Background: an optimization exercise with open tools, aiming at small area, a short achievable clock period and few clock cycles. Do not read the settings as production practice. RTL that was checked went through simulation tests only; none was proved equivalent to the original.

==> inputs of run E <==
## muldiv_unit
module muldiv_unit (
    input               clk,
    input               resetn,
    input               req_valid,
    output              req_ready,
    input       [2:0]   req_op,      
    input       [31:0]  req_a,
    input       [31:0]  req_b,
    input       [31:0]  req_hi,      
    input       [31:0]  req_lo,
    output              resp_valid,
    output      [31:0]  resp_hi,
    output      [31:0]  resp_lo
);
    reg         ir_valid;
    reg         ir_div, ir_sa, ir_sb;
    reg [31:0]  ir_a, ir_b, ir_hi, ir_lo;
    reg [16:0]  ir_one, ir_two, ir_neg;
    reg [5:0]   ir_lza, ir_lzb;      
    wire        rq_sgn = !req_op[0];
    wire        rq_sub = req_op[2] && req_op[1];
    wire        rq_sa  = rq_sgn && req_a[31];
    wire        rq_sb  = rq_sgn && req_b[31];
    wire [34:0] rq_bx  = {{2{rq_sb}}, req_b, 1'b0};
    wire        rq_flip = rq_sub ^ rq_sa;       
    reg  [16:0] rq_one, rq_two, rq_neg;
    integer j;
    always @(*) begin
        for (j = 0; j < 17; j = j + 1) begin
            rq_one[j] = rq_bx[2*j+1] ^ rq_bx[2*j];
            rq_two[j] = (rq_bx[2*j+2] & !rq_bx[2*j+1] & !rq_bx[2*j]) |
  ...
export LEC_CHECK = 0
export CAP_MARGIN = 20
export CORE_MARGIN = 2
export CORE_UTILIZATION = 40
export SLEW_MARGIN = 20
export SYNTH_HIERARCHICAL = 1
export SYNTH_MINIMUM_KEEP_SIZE = 0
create_clock -name core_clock -period 20.0 [get_ports {clk}]
standard.sh (not shown) runs the stock make flow with config.mk's settings and CLKGATE_MAP_FILE= SYNTH_SCRIPT=/design/flow/synth_recipe.tcl, a recipe that flattens the netlist after the stock synthesis.
==> flow/flow/run.sh <==
#!/bin/bash
# The standard layout (standard.sh) with two changes to how it is made:
#  - ORFS's setup repair is asked to leave a larger slack margin: the design's
#    20 ns clock leaves every path with slack, so without a margin the repair
#    never works on the critical paths;
#  - the port buffers that placement inserts on every input and output are
#    plain buffers (buf_4) rather than the slow delay cells it picks by itself.
set -euo pipefail
MARGIN=13.75
PORTBUF=sky130_fd_sc_hd__buf_4
sed "s|\"\${@:-finish}\"|SETUP_SLACK_MARGIN=$MARGIN 'BUFFER_PORTS_ARGS=-buffer_cell $PORTBUF' \"\${@:-finish}\"|" standard.sh > standard_mod.sh
grep -q "SETUP_SLACK_MARGIN=$MARGIN" standard_mod.sh
bash standard_mod.sh > layout.log 2>&1
==> run D (differences from run E) <==
--- a/flow/design.v
+++ b/flow/design.v
@@ -2,33 +2,58 @@
 module Divider16t (
     input               clk,
     input               resetn,
     input               start,       
     input               sa,          
     input               sb,          
     input       [31:0]  a,           
     input       [31:0]  b,           
-    input       [5:0]   lza,         
-    input       [5:0]   lzb,         
     input               take,        
     output              idle,        
     output              done,        
     output              idle_n,      
     output              done_n,      
     output      [63:0]  res          
 );
     localparam S_IDLE = 2'd0, S_ITER = 2'd1, S_DONE = 2'd2, S_FIX = 2'd3;
     reg [1:0]   state;
     reg [3:0]   cnt;
     reg [31:0]  rr, qq;          
     reg [31:0]  ddn;             
     reg [33:0]  d3n;             
     reg         q_neg, r_neg;
-    wire [6:0]  nq3 = {1'b0, lzb} - {1'b0, lza} + {6'd0, sa} + 7'd4;    
+    function [5:0] lzc32;
+        input [31:0] v;
+        reg   [7:0]  nz4;
+        reg   [15:0] l4;         
+        reg   [3:0]  nz8;
+        reg   [11:0] l8;         
+        reg   [1:0]  nz16;
+        reg   [7:0]  l16;        
+        integer i;
+        begin
+            for (i = 0; i < 8; i = i + 1) begin
+                nz4[i] = |v[4*i +: 4];
+                l4[2*i +: 2] = v[4*i+3] ? 2'd0 : v[4*i+2] ? 2'd1 : v[4*i+1] ? 2'd2 : 2'd3;
+            end
+            for (i = 0; i < 4; i = i + 1) begin
+                nz8[i] = nz4[2*i+1] | nz4[2*i];
+                l8[3*i +: 3] = nz4[2*i+1] ? {1'b0, l4[4*i+2 +: 2]} : {1'b1, l4[4*i +: 2]};
+            end
+            for (i = 0; i < 2; i = i + 1) begin
+                nz16[i] = nz8[2*i+1] | nz8[2*i];
+                l16[4*i +: 4] = nz8[2*i+1] ? {1'b0, l8[6*i+3 +: 3]} : {1'b1, l8[6*i +: 3]};
+            end
+            lzc32 = nz16[1] ? {2'b00, l16[7:4]} : nz16[0] ? {2'b01, l16[3:0]} : 6'd32;
+        end
+    endfunction
+    wire [5:0]  za  = lzc32(a);
+    wire [5:0]  zb  = lzc32(b);
+    wire [6:0]  nq3 = {1'b0, zb} - {1'b0, za} + 7'd4;                   
     wire        qz  = nq3[6] || nq3[5:0] < 6'd4;                       
     wire [3:0]  kq  = nq3[5] ? 4'd8 : {1'b0, nq3[4:2]};                 
     wire [2:0]  sh  = 3'd0 - kq[2:0];             
     wire [63:0] w0 = {32'd0, a} << {sh, 2'b00};
     wire [33:0] x1 = {rr, qq[31:30]};
     wire [31:0] r1, r2;
     wire [1:0]  q1, q2;
     div_step u_st1 (x1, {3'b111, ddn}, {2'b11, ddn, 1'b1}, {1'b1, d3n}, r1, q1);
@@ -121,19 +146,18 @@
 module div_sgn (input p, input c_n, output nonneg);
     assign nonneg = p ^ c_n;
 endmodule
 module div_nsel (input iter, input [31:0] st, input [31:0] alt, output [31:0] d);
     assign d = iter ? st : alt;
 endmodule
 module MultDiv (
     input  [31:0] a,
-    input  [16:0] one,
-    input  [16:0] two,
-    input  [16:0] neg,
+    input  [31:0] b,
+    input         flip,    
     input  [63:0] x,
     output [63:0] r0,      
     output [63:0] r1
 );
     wire s1;
     wire c2;
     wire s3;
     wire c4;
@@ -1340,16 +1364,26 @@
     wire s1205;
     wire c1206;
     wire s1207;
     wire c1208;
     wire s1209;
     wire c1210;
     wire s1211;
     wire c1212;
+    wire [34:0] bx = {2'b00, b, 1'b0};
+    wire [16:0] one, two, neg;
+    genvar j;
+    generate
+        for (j = 0; j < 17; j = j + 1) begin : enc
+            assign one[j] = bx[2*j+1] ^ bx[2*j];
+            assign two[j] = (bx[2*j+2] & !bx[2*j+1] & !bx[2*j]) | (!bx[2*j+2] & bx[2*j+1] & bx[2*j]);
+            assign neg[j] = bx[2*j+2] ^ flip;
+        end
+    endgenerate
     wire [34:0] pp_0;
     assign pp_0[0] = ((one[0] & a[0])) ^ neg[0];
     mac_pp u_pp_0_1 (one[0], two[0], neg[0], a[1], a[0], pp_0[1]);
     mac_pp u_pp_0_2 (one[0], two[0], neg[0], a[2], a[1], pp_0[2]);
     mac_pp u_pp_0_3 (one[0], two[0], neg[0], a[3], a[2], pp_0[3]);
     mac_pp u_pp_0_4 (one[0], two[0], neg[0], a[4], a[3], pp_0[4]);
     mac_pp u_pp_0_5 (one[0], two[0], neg[0], a[5], a[4], pp_0[5]);
     mac_pp u_pp_0_6 (one[0], two[0], neg[0], a[6], a[5], pp_0[6]);
@@ -5224,61 +5258,22 @@
     input       [31:0]  req_lo,
     output              resp_valid,
     output      [31:0]  resp_hi,
     output      [31:0]  resp_lo
 );
     reg         ir_valid;
     reg         ir_div, ir_sa, ir_sb;
     reg [31:0]  ir_a, ir_b, ir_hi, ir_lo;
-    reg [16:0]  ir_one, ir_two, ir_neg;
-    reg [5:0]   ir_lza, ir_lzb;      
+    reg         ir_flip;             
     wire        rq_sgn = !req_op[0];
     wire        rq_sub = req_op[2] && req_op[1];
     wire        rq_sa  = rq_sgn && req_a[31];
     wire        rq_sb  = rq_sgn && req_b[31];
-    wire [34:0] rq_bx  = {{2{rq_sb}}, req_b, 1'b0};
-    wire        rq_flip = rq_sub ^ rq_sa;       
-    reg  [16:0] rq_one, rq_two, rq_neg;
-    integer j;
-    always @(*) begin
-        for (j = 0; j < 17; j = j + 1) begin
-            rq_one[j] = rq_bx[2*j+1] ^ rq_bx[2*j];
-            rq_two[j] = (rq_bx[2*j+2] & !rq_bx[2*j+1] & !rq_bx[2*j]) |
-                        (!rq_bx[2*j+2] & rq_bx[2*j+1] & rq_bx[2*j]);
-            rq_neg[j] = rq_bx[2*j+2] ^ rq_flip;
-        end
-    end
-    function [5:0] lzc32;
-        input [31:0] v;
-        reg   [7:0]  nz4;
-        reg   [15:0] l4;         
-        reg   [3:0]  nz8;
-        reg   [11:0] l8;         
-        reg   [1:0]  nz16;
-        reg   [7:0]  l16;        
-        integer i;
-        begin
-            for (i = 0; i < 8; i = i + 1) begin
-                nz4[i] = |v[4*i +: 4];
-                l4[2*i +: 2] = v[4*i+3] ? 2'd0 : v[4*i+2] ? 2'd1 : v[4*i+1] ? 2'd2 : 2'd3;
-            end
-            for (i = 0; i < 4; i = i + 1) begin
-                nz8[i] = nz4[2*i+1] | nz4[2*i];
-                l8[3*i +: 3] = nz4[2*i+1] ? {1'b0, l4[4*i+2 +: 2]} : {1'b1, l4[4*i +: 2]};
-            end
-            for (i = 0; i < 2; i = i + 1) begin
-                nz16[i] = nz8[2*i+1] | nz8[2*i];
-                l16[4*i +: 4] = nz8[2*i+1] ? {1'b0, l8[6*i+3 +: 3]} : {1'b1, l8[6*i +: 3]};
-            end
-            lzc32 = nz16[1] ? {2'b00, l16[7:4]} : nz16[0] ? {2'b01, l16[3:0]} : 6'd32;
-        end
-    endfunction
-    wire [5:0]  rq_lza = rq_sa ? lzc32(~req_a) : lzc32(req_a);
-    wire [5:0]  rq_lzb = rq_sb ? lzc32(~req_b) : lzc32(req_b);
+    wire        rq_flip = rq_sub ^ rq_sa ^ rq_sb;
     wire [31:0] rq_na = -req_a;
     wire [31:0] rq_nb = -req_b;
     reg         b_valid, b_wait;     
     reg         e0_full, e0_wait;    
     reg [63:0]  e0_res;
     reg         resp_e0, resp_div;   
     reg         resp_any;            
     reg         mul_ok, div_ok;      
@@ -5338,51 +5333,44 @@
     end
     always @(posedge clk) begin
         if (req_ready) begin
             ir_div <= !req_op[2] && req_op[1];
             ir_sa  <= rq_sa;
             ir_sb  <= rq_sb;
             ir_a   <= rq_sa ? rq_na : req_a;
             ir_b   <= rq_sb ? rq_nb : req_b;
-            ir_one <= rq_one;
-            ir_two <= rq_two;
-            ir_neg <= rq_neg;
-            ir_lza <= rq_lza;
-            ir_lzb <= rq_lzb;
+            ir_flip <= rq_flip;
             ir_hi  <= req_op[2] ? req_hi : 32'd0;
             ir_lo  <= req_op[2] ? req_lo : 32'd0;
         end
         if (mul_issue) begin
             b_r0 <= mac_r0;
             b_r1 <= mac_r1;
         end
         if (b_land)
             e0_res <= mac_res;
     end
     MultDiv u_mac (
         .a   ( ir_a            ),
-        .one ( ir_one          ),
-        .two ( ir_two          ),
-        .neg ( ir_neg          ),
+        .b   ( ir_b            ),
+        .flip( ir_flip         ),
         .x   ( {ir_hi, ir_lo}  ),
         .r0  ( mac_r0          ),
         .r1  ( mac_r1          )
     );
     mac_add64 u_cpa (b_r0, b_r1, 1'b0, mac_res, mac_co, mac_ct, mac_pt);
     Divider16t u_div (
         .clk    ( clk       ),
         .resetn ( resetn    ),
         .start  ( div_issue ),
         .sa     ( ir_sa     ),
         .sb     ( ir_sb     ),
         .a      ( ir_a      ),
         .b      ( ir_b      ),
-        .lza    ( ir_lza    ),
-        .lzb    ( ir_lzb    ),
         .take   ( resp_div  ),
         .idle   ( div_idle  ),
         .done   ( div_done  ),
         .idle_n ( dv_idle_n ),
         .done_n ( dv_done_n ),
         .res    ( div_res   )
     );
 endmodule
==> flow/flow/run.sh (replaced) <==
#!/bin/bash
# The standard layout (standard.sh) with two changes to how it is made:
#  - ORFS's setup repair is asked to leave a larger slack margin: the design's
#    20 ns clock leaves every path with slack, so without a margin the repair
#    never works on the critical paths;
#  - the port buffers that placement inserts on every input and output are
#    plain buffers (buf_4) rather than the slow delay cells it picks by itself.
set -euo pipefail
MARGIN=14
PORTBUF=sky130_fd_sc_hd__buf_4
sed "s|\"\${@:-finish}\"|SETUP_SLACK_MARGIN=$MARGIN 'BUFFER_PORTS_ARGS=-buffer_cell $PORTBUF' \"\${@:-finish}\"|" standard.sh > standard_mod.sh
grep -q "SETUP_SLACK_MARGIN=$MARGIN" standard_mod.sh
bash standard_mod.sh > layout.log 2>&1
CTS_CLUSTER_DIAMETER = 100   (was not set)
CTS_CLUSTER_SIZE = 20   (was not set)
==> results by group <==
Timing
  • Relative slew slack: 0.187
  • Hold slack: 0.545 ns
  • Final WS setup: 13.81 ns
  • Max Clk Rate: 162 MHz

Detailed routing
  • Vias: 54.6k
  • Met2 WL: 135 mm

Status
  • Status: complete, no violations

Clock tree
  • H-tree depth: 3

Synth
  • Cells after Synth: 6296

GRT
  • Total GRT Usage: 0.327
  • Grt met2 use: 0.522

Cells and area
  • Sequential cell area share: 0.205
  • Layout Cells excl Fill: 8980
  • Clock Buffer Count: 77

Placement
  • HPWL after detailed placement: 217 mm

Floorplanning
  • Chip width: 419 um
# the run above: run E

==> results by group <==
Timing
  • Max Clk Rate: 166 MHz
  • Hold slack: 0.562 ns

Status
  • Status: complete, no violations

Synth
  • Cells after Synth: 6354

Cells and area
  • Clock Buffer Count: 46

Placement
  • HPWL after detailed placement: 211 mm

Floorplanning
  • Chip width: 418 um

GRT
  • Total GRT Usage: 0.324
# the run above: run D

Testbench counts of run E, summed over its fixed seeds: cycles 5,290.
The RTL of run D was laid out without a check of its function.

==> inputs of v2 <==
muldiv_unit, a different RTL version from the one above (not shown whole).
clock: 20.0 ns
lec_check: 0
cap_margin: 20
core_margin: 2
core_utilization: 40
slew_margin: 20
synth_hierarchical: 1
synth_minimum_keep_size: 0
==> flow/flow/run.sh <==
#!/bin/bash
# The standard layout (standard.sh), with ORFS's setup repair asked to leave a
# larger slack margin: the design's 20 ns clock leaves every path with slack,
# so without a margin the repair never works on the critical paths.
set -euo pipefail
MARGIN=13
sed "s|\"\${@:-finish}\"|SETUP_SLACK_MARGIN=$MARGIN \"\${@:-finish}\"|" standard.sh > standard_margin.sh
grep -q "SETUP_SLACK_MARGIN=$MARGIN" standard_margin.sh
bash standard_margin.sh > layout.log 2>&1
==> inputs of v27, as changes to v2 <==
==> flow/flow/run.sh (replaced) <==
#!/bin/bash
# The standard layout (standard.sh) with two changes to how it is made:
#  - ORFS's setup repair is asked to leave a larger slack margin: the design's
#    20 ns clock leaves every path with slack, so without a margin the repair
#    never works on the critical paths;
#  - the port buffers that placement inserts on every input and output are
#    plain buffers (buf_4) rather than the slow delay cells it picks by itself.
set -euo pipefail
MARGIN=12.5
PORTBUF=sky130_fd_sc_hd__buf_4
sed "s|\"\${@:-finish}\"|SETUP_SLACK_MARGIN=$MARGIN 'BUFFER_PORTS_ARGS=-buffer_cell $PORTBUF' \"\${@:-finish}\"|" standard.sh > standard_mod.sh
grep -q "SETUP_SLACK_MARGIN=$MARGIN" standard_mod.sh
bash standard_mod.sh > layout.log 2>&1
==> run notes <==
item                                                    v2                v27
Finished layout cell area                        73400 µm²          70900 µm²
Global-route met2 utilization                        46.3%              46.8%
Status                                      finished clean     finished clean
Actual slew at the worst max-slew pin              1080 ps            1210 ps
RR Startpoint                            ir_a[2]$_DFFE_PP_  ir_a[7]$_DFFE_PP_
R2R Setup Slk                                     13070 ps           12530 ps
Quantity of gates resized following cts                225                 76
Placer congestion estimate                           0.974              0.979
Post-Place Worst Slack                            10950 ps           11270 ps
Launch point of the critical path        ir_a[2]$_DFFE_PP_  ir_a[7]$_DFFE_PP_
Met3 GRT Util                                        8.05%              7.56%
Met1 global-route usage                              40.2%              40.0%
Area of the multi-input gates                    49400 µm²          48900 µm²
Final nets                                            7559               7465
Detailed placement HPWL                          174000 µm          177000 µm
Cell Count, Final, Fillers Out                        8601               8504
CTS clk-pin slew, worst paths                        60 ps              70 ps
Max Freq                                           144 MHz            134 MHz
Testbench counts of v2, summed over its fixed seeds: cycles 5,243.
Testbench counts of v27, summed over its fixed seeds: cycles 5,243.

==> cedar <==
Another version of the RTL of muldiv_unit (not shown whole).
==> flow/config.mk <==
export PLATFORM = sky130hd
export DESIGN_NAME = muldiv_unit
export DESIGN_NICKNAME = muldiv_unit
export VERILOG_FILES = /design/flow/design.v
export SDC_FILE = /design/flow/constraint.sdc
export NUM_CORES = 8
export LEC_CHECK = 0
export CAP_MARGIN = 20
export CORE_MARGIN = 2
export CORE_UTILIZATION = 40
export SLEW_MARGIN = 20
export SYNTH_HIERARCHICAL = 1
export SYNTH_MINIMUM_KEEP_SIZE = 0
==> flow/constraint.sdc <==
create_clock -name core_clock -period 20.0 [get_ports {clk}]
set_input_delay 4.0000 -clock core_clock [delete_from_list [all_inputs] [get_ports {clk}]]
set_output_delay 4.0000 -clock core_clock [all_outputs]
set_load 0.01 [all_outputs]
==> flow/flow/run.sh <==
#!/bin/bash
# The standard layout (standard.sh) with two changes to how it is made:
#  - ORFS's setup repair is asked to leave a larger slack margin: the design's
#    20 ns clock leaves every path with slack, so without a margin the repair
#    never works on the critical paths;
#  - the port buffers that placement inserts on every input and output are
#    plain buffers (buf_4) rather than the slow delay cells it picks by itself.
set -euo pipefail
MARGIN=14
PORTBUF=sky130_fd_sc_hd__buf_4
sed "s|\"\${@:-finish}\"|SETUP_SLACK_MARGIN=$MARGIN 'BUFFER_PORTS_ARGS=-buffer_cell $PORTBUF' \"\${@:-finish}\"|" standard.sh > standard_mod.sh
grep -q "SETUP_SLACK_MARGIN=$MARGIN" standard_mod.sh
bash standard_mod.sh > layout.log 2>&1
==> inputs of lagoon, as changes to cedar <==
--- a/flow/design.v
+++ b/flow/design.v
@@ -122,16 +122,17 @@
     assign nonneg = p ^ c_n;
 endmodule
 module div_nsel (input iter, input [31:0] st, input [31:0] alt, output [31:0] d);
     assign d = iter ? st : alt;
 endmodule
 module MultDiv (
     input  [31:0] a,
-    input  [31:0] b,
-    input         flip,    
+    input  [16:0] one,
+    input  [16:0] two,
+    input  [16:0] neg,
     input  [63:0] x,
     output [63:0] r0,      
     output [63:0] r1
 );
     wire s1;
     wire c2;
     wire s3;
@@ -1340,24 +1341,14 @@
     wire c1206;
     wire s1207;
     wire c1208;
     wire s1209;
     wire c1210;
     wire s1211;
     wire c1212;
-    wire [34:0] bx = {2'b00, b, 1'b0};
-    wire [16:0] one, two, neg;
-    genvar j;
-    generate
-        for (j = 0; j < 17; j = j + 1) begin : enc
-            assign one[j] = bx[2*j+1] ^ bx[2*j];
-            assign two[j] = (bx[2*j+2] & !bx[2*j+1] & !bx[2*j]) | (!bx[2*j+2] & bx[2*j+1] & bx[2*j]);
-            assign neg[j] = bx[2*j+2] ^ flip;
-        end
-    endgenerate
     wire [34:0] pp_0;
     assign pp_0[0] = ((one[0] & a[0])) ^ neg[0];
     mac_pp u_pp_0_1 (one[0], two[0], neg[0], a[1], a[0], pp_0[1]);
     mac_pp u_pp_0_2 (one[0], two[0], neg[0], a[2], a[1], pp_0[2]);
     mac_pp u_pp_0_3 (one[0], two[0], neg[0], a[3], a[2], pp_0[3]);
     mac_pp u_pp_0_4 (one[0], two[0], neg[0], a[4], a[3], pp_0[4]);
     mac_pp u_pp_0_5 (one[0], two[0], neg[0], a[5], a[4], pp_0[5]);
@@ -5594,28 +5585,59 @@
     output              resp_valid,
     output      [31:0]  resp_hi,
     output      [31:0]  resp_lo
 );
     reg         ir_valid;
     reg         ir_div, ir_sa, ir_sb;
     reg [31:0]  ir_a, ir_b, ir_hi, ir_lo;
-    reg         ir_flip;             
+    reg [16:0]  ir_one, ir_two, ir_neg;
     reg [5:0]   ir_lza, ir_lzb;      
     wire        rq_sgn = !req_op[0];
     wire        rq_sub = req_op[2] && req_op[1];
     wire        rq_sa  = rq_sgn && req_a[31];
     wire        rq_sb  = rq_sgn && req_b[31];
-    wire        rq_flip = rq_sub ^ rq_sa ^ rq_sb;
-    wire [5:0]  lz_a0, lz_a1, lz_b0, lz_b1;
-    lzc32 u_lza0 (req_a, lz_a0);
-    loc32 u_lza1 (req_a, lz_a1);
-    lzc32 u_lzb0 (req_b, lz_b0);
-    loc32 u_lzb1 (req_b, lz_b1);
-    wire [5:0]  rq_lza = rq_sa ? lz_a1 : lz_a0;
-    wire [5:0]  rq_lzb = rq_sb ? lz_b1 : lz_b0;
+    wire [34:0] rq_bx  = {{2{rq_sb}}, req_b, 1'b0};
+    wire        rq_flip = rq_sub ^ rq_sa;       
+    reg  [16:0] rq_one, rq_two, rq_neg;
+    integer j;
+    always @(*) begin
+        for (j = 0; j < 17; j = j + 1) begin
+            rq_one[j] = rq_bx[2*j+1] ^ rq_bx[2*j];
+            rq_two[j] = (rq_bx[2*j+2] & !rq_bx[2*j+1] & !rq_bx[2*j]) |
+                        (!rq_bx[2*j+2] & rq_bx[2*j+1] & rq_bx[2*j]);
+            rq_neg[j] = rq_bx[2*j+2] ^ rq_flip;
+        end
+    end
+    function [5:0] lzc32;
+        input [31:0] v;
+        reg   [7:0]  nz4;
+        reg   [15:0] l4;         
+        reg   [3:0]  nz8;
+        reg   [11:0] l8;         
+        reg   [1:0]  nz16;
+        reg   [7:0]  l16;        
+        integer i;
+        begin
+            for (i = 0; i < 8; i = i + 1) begin
+                nz4[i] = |v[4*i +: 4];
+                l4[2*i +: 2] = v[4*i+3] ? 2'd0 : v[4*i+2] ? 2'd1 : v[4*i+1] ? 2'd2 : 2'd3;
+            end
+            for (i = 0; i < 4; i = i + 1) begin
+                nz8[i] = nz4[2*i+1] | nz4[2*i];
+                l8[3*i +: 3] = nz4[2*i+1] ? {1'b0, l4[4*i+2 +: 2]} : {1'b1, l4[4*i +: 2]};
+            end
+            for (i = 0; i < 2; i = i + 1) begin
+                nz16[i] = nz8[2*i+1] | nz8[2*i];
+                l16[4*i +: 4] = nz8[2*i+1] ? {1'b0, l8[6*i+3 +: 3]} : {1'b1, l8[6*i +: 3]};
+            end
+            lzc32 = nz16[1] ? {2'b00, l16[7:4]} : nz16[0] ? {2'b01, l16[3:0]} : 6'd32;
+        end
+    endfunction
+    wire [5:0]  rq_lza = rq_sa ? lzc32(~req_a) : lzc32(req_a);
+    wire [5:0]  rq_lzb = rq_sb ? lzc32(~req_b) : lzc32(req_b);
     wire [31:0] rq_na, rq_nb;
     neg32 u_nega (req_a, rq_na);
     neg32 u_negb (req_b, rq_nb);
     reg         b_valid, b_wait;     
     reg         e0_full, e1_full;    
     reg         e0_wait, e1_wait;    
     reg [63:0]  e0_res, e1_res;
@@ -5631,36 +5653,26 @@
     wire [63:0] mac_res;
     wire        mac_co, mac_ct, mac_pt;
     wire        mul_issue = ir_valid && !ir_div && mul_ok;
     wire        div_issue = ir_valid &&  ir_div && div_ok;
     wire        consume   = mul_issue || div_issue;
     assign req_ready  = rdy;             
     assign resp_valid = resp_any;
-    wire        resp_div_n;
-    wire [63:0] resp_data;
-    genvar g;
-    generate
-        for (g = 0; g < 4; g = g + 1) begin : osel
-            resp_mux u_m (clk, resetn, resp_div_n, div_res[16*g +: 16], e0_res[16*g +: 16],
-                          resp_data[16*g +: 16]);
-        end
-    endgenerate
-    assign resp_hi = resp_data[63:32];
-    assign resp_lo = resp_data[31:0];
+    assign resp_hi    = resp_div ? div_res[63:32] : e0_res[63:32];
+    assign resp_lo    = resp_div ? div_res[31:0]  : e0_res[31:0];
     wire        q1     = resp_e0 ? e1_full : (e0_full && !e1_full);     
     wire        q2     = !resp_e0 && e1_full;                           
     wire        e0_nf  = q1 || q2 || b_valid;
     wire        e1_nf  = q2 || (q1 && b_valid);
     wire        div_busy = !dv_idle_n;
     wire        b_wait_l = b_wait && !resp_div;
     wire        e0_nw  = resp_e0 ? (e1_full ? e1_wait && !resp_div : b_wait_l)
                                  : (e0_full ? e0_wait && !resp_div : b_wait_l);
     wire        e1_nw  = q1 ? b_wait_l : (e1_wait && !resp_div);
     wire        e0_rn  = e0_nf && !e0_nw;        
-    assign      resp_div_n = dv_done_n && !e0_rn;    
     wire        mul_ok_n = !e0_nf || (!e1_nf && (!mul_issue || e0_rn)) || (e1_nf && e0_rn && !mul_issue);
     wire        div_ok_n = dv_idle_n || (dv_done_n && !e0_rn);
     wire        ir_valid_n = req_ready ? req_valid : (ir_valid && !consume);
     wire        ir_div_n   = req_ready ? (!req_op[2] && req_op[1]) : ir_div;
     always @(posedge clk) begin
         if (!resetn) begin
             ir_valid <= 1'b0;
@@ -5682,29 +5694,31 @@
             b_valid  <= mul_issue;
             b_wait   <= div_busy;
             e0_full  <= e0_nf;
             e1_full  <= e1_nf;
             e0_wait  <= e0_nw;
             e1_wait  <= e1_nw;
             resp_e0  <= e0_rn;
-            resp_div <= resp_div_n;
+            resp_div <= dv_done_n && !e0_rn;
             resp_any <= e0_rn || dv_done_n;
             mul_ok   <= mul_ok_n;
             div_ok   <= div_ok_n;
             rdy      <= !ir_valid_n || (ir_div_n ? div_ok_n : mul_ok_n);
         end
     end
     always @(posedge clk) begin
         if (req_ready) begin
             ir_div <= !req_op[2] && req_op[1];
             ir_sa  <= rq_sa;
             ir_sb  <= rq_sb;
             ir_a   <= rq_sa ? rq_na : req_a;
             ir_b   <= rq_sb ? rq_nb : req_b;
-            ir_flip <= rq_flip;
+            ir_one <= rq_one;
+            ir_two <= rq_two;
+            ir_neg <= rq_neg;
             ir_lza <= rq_lza;
             ir_lzb <= rq_lzb;
             ir_hi  <= req_op[2] ? req_hi : 32'd0;
             ir_lo  <= req_op[2] ? req_lo : 32'd0;
         end
         b_r0 <= mac_r0;
         b_r1 <= mac_r1;
@@ -5713,16 +5727,17 @@
         else if (!e0_full || resp_e0)
             e0_res <= mac_res;
         if (q1)
             e1_res <= mac_res;
     end
     MultDiv u_mac (
         .a   ( ir_a            ),
-        .b   ( ir_b            ),
-        .flip( ir_flip         ),
+        .one ( ir_one          ),
+        .two ( ir_two          ),
+        .neg ( ir_neg          ),
         .x   ( {ir_hi, ir_lo}  ),
         .r0  ( mac_r0          ),
         .r1  ( mac_r1          )
     );
     mac_add64 u_cpa (b_r0, b_r1, 1'b0, mac_res, mac_co, mac_ct, mac_pt);
     Divider16t u_div (
         .clk    ( clk       ),
@@ -5738,85 +5753,7 @@
         .idle   ( div_idle  ),
         .done   ( div_done  ),
         .idle_n ( dv_idle_n ),
         .done_n ( dv_done_n ),
         .res    ( div_res   )
     );
 endmodule
-module resp_mux (
-    input               clk,
-    input               resetn,
-    input               sel_n,       
-    input       [15:0]  a,           
-    input       [15:0]  b,           
-    output      [15:0]  y
-);
-    reg sel;
-    always @(posedge clk) begin
-        if (!resetn)
-            sel <= 1'b0;
-        else
-            sel <= sel_n;
-    end
-    assign y = sel ? a : b;
-endmodule
-module lzc32 (input [31:0] v, output [5:0] n);
-    wire [7:0]  z4;          
-    wire [15:0] c4;
-    genvar i;
-    generate
-        for (i = 0; i < 8; i = i + 1) begin : nib
-            lz_nib u_n (v[4*i +: 4], z4[i], c4[2*i +: 2]);
-        end
-    endgenerate
-    lz_tree u_t (z4, c4, n);
-endmodule
-module loc32 (input [31:0] v, output [5:0] n);
-    wire [7:0]  z4;          
-    wire [15:0] c4;
-    genvar i;
-    generate
-        for (i = 0; i < 8; i = i + 1) begin : nib
-            lo_nib u_n (v[4*i +: 4], z4[i], c4[2*i +: 2]);
-        end
-    endgenerate
-    lz_tree u_t (z4, c4, n);
-endmodule
-module lz_tree (input [7:0] z4, input [15:0] c4, output [5:0] n);
-    wire [3:0]  z8;
-    wire [11:0] c8;
-    wire [1:0]  z16;
-    wire [7:0]  c16;
-    wire        z32;
-    wire [4:0]  c32;
-    genvar i;
-    generate
-        for (i = 0; i < 4; i = i + 1) begin : byt
-            lz_m2 u_m (z4[2*i+1], c4[4*i+2 +: 2], z4[2*i], c4[4*i +: 2], z8[i], c8[3*i +: 3]);
-        end
-        for (i = 0; i < 2; i = i + 1) begin : hlf
-            lz_m3 u_m (z8[2*i+1], c8[6*i+3 +: 3], z8[2*i], c8[6*i +: 3], z16[i], c16[4*i +: 4]);
-        end
-    endgenerate
-    lz_m4 u_m32 (z16[1], c16[7:4], z16[0], c16[3:0], z32, c32);
-    assign n = z32 ? {1'b0, c32} : 6'd32;
-endmodule
-module lo_nib (input [3:0] v, output nz, output [1:0] c);
-    assign nz = ~&v;
-    assign c  = !v[3] ? 2'd0 : !v[2] ? 2'd1 : !v[1] ? 2'd2 : 2'd3;
-endmodule
-module lz_nib (input [3:0] v, output nz, output [1:0] c);
-    assign nz = |v;
-    assign c  = v[3] ? 2'd0 : v[2] ? 2'd1 : v[1] ? 2'd2 : 2'd3;
-endmodule
-module lz_m2 (input zh, input [1:0] ch, input zl, input [1:0] cl, output z, output [2:0] c);
-    assign z = zh | zl;
-    assign c = zh ? {1'b0, ch} : {1'b1, cl};
-endmodule
-module lz_m3 (input zh, input [2:0] ch, input zl, input [2:0] cl, output z, output [3:0] c);
-    assign z = zh | zl;
-    assign c = zh ? {1'b0, ch} : {1'b1, cl};
-endmodule
-module lz_m4 (input zh, input [3:0] ch, input zl, input [3:0] cl, output z, output [4:0] c);
-    assign z = zh | zl;
-    assign c = zh ? {1'b0, ch} : {1'b1, cl};
-endmodule
==> qor summary <==
Clock network latency to the later pin of the worst-skew pair: cedar 0.70 ns; lagoon 0.73 ns
Final estimated routing congestion in global placement: cedar 0.994; lagoon 1.01
Maximum number of pins on one net before global-route repair: cedar 105; lagoon 70
Number of tap instances: cedar 2370; lagoon 2355
Share of cell area taken by multi-input logic gates: cedar 0.683; lagoon 0.663
Max incr delay on CP: cedar 0.45 ns; lagoon 0.43 ns
Average via count per standard cell: cedar 5.96; lagoon 5.99
Cell area after technology mapping: cedar 0.0723 mm²; lagoon 0.0716 mm²
Placed cell area: cedar 0.0768 mm²; lagoon 0.0753 mm²
Share of cells above drive strength 1: cedar 0.350; lagoon 0.308
Via count: cedar 56700; lagoon 56600
Path depth of the worst reg2reg path: cedar 25; lagoon 16
Run status: cedar no timing/DRC/antenna violations; lagoon no timing/DRC/antenna violations
Post-cts gate resize count: cedar 128; lagoon 152
Clock period minus worst slack: cedar 5.96 ns; lagoon 6.00 ns
GRT met3 Usage: cedar 0.0674; lagoon 0.0632
Count of fill cells added during filler insertion: cedar 16900; lagoon 16800
No run of this note included a check of the RTL's function; only the layout flow was run.

static timing again, ports no longer ideal:
The flow's constraints put no driver on any port. The routed layouts listed below were extracted and timed again, unchanged, in two steps.
Step 1 assumes that a clkbuf_16 drives the clock port and a buf_2 every other input.
Step 2 moves the port delays by t, midway between the first and last clock arrival at a register: inputs arrive t later, outputs are due t later. That takes back most of the time a late clock gives input paths.
Slacks: ideal ports / drivers / drivers and shift; pairs: ideal ports / drivers.
| run | shift t [ns] | slack for setup (ns) | worst setup path after step 2 | clock arrival spread, ns | cell pins on the clock port's net |
|---|---|---|---|---|---|
| run E | 0.780 | 13.811 / 13.722 / 13.466 | input to register | 0.035 / 0.035 | 1 |
| run D | 0.728 | 13.981 / 13.894 / 13.608 | input to register | 0.054 / 0.054 | 1 |
| v2 | 0.768 | 13.068 / 13.033 / 12.959 | input to register | 0.037 / 0.036 | 1 |
| v27 | 0.752 | 12.527 / 12.527 / 12.527 | register to register | 0.039 / 0.039 | 1 |
| cedar | 0.776 | 14.038 / 13.947 / 13.674 | input to register | 0.037 / 0.037 | 1 |
| lagoon | 0.773 | 14.003 / 13.923 / 13.474 | input to register | 0.070 / 0.070 | 1 |
After both steps every run listed still meets setup and hold. For lagoon, which loses most, drivers alone change the setup slack by -0.080 ns; drivers and shift together by -0.529 ns.
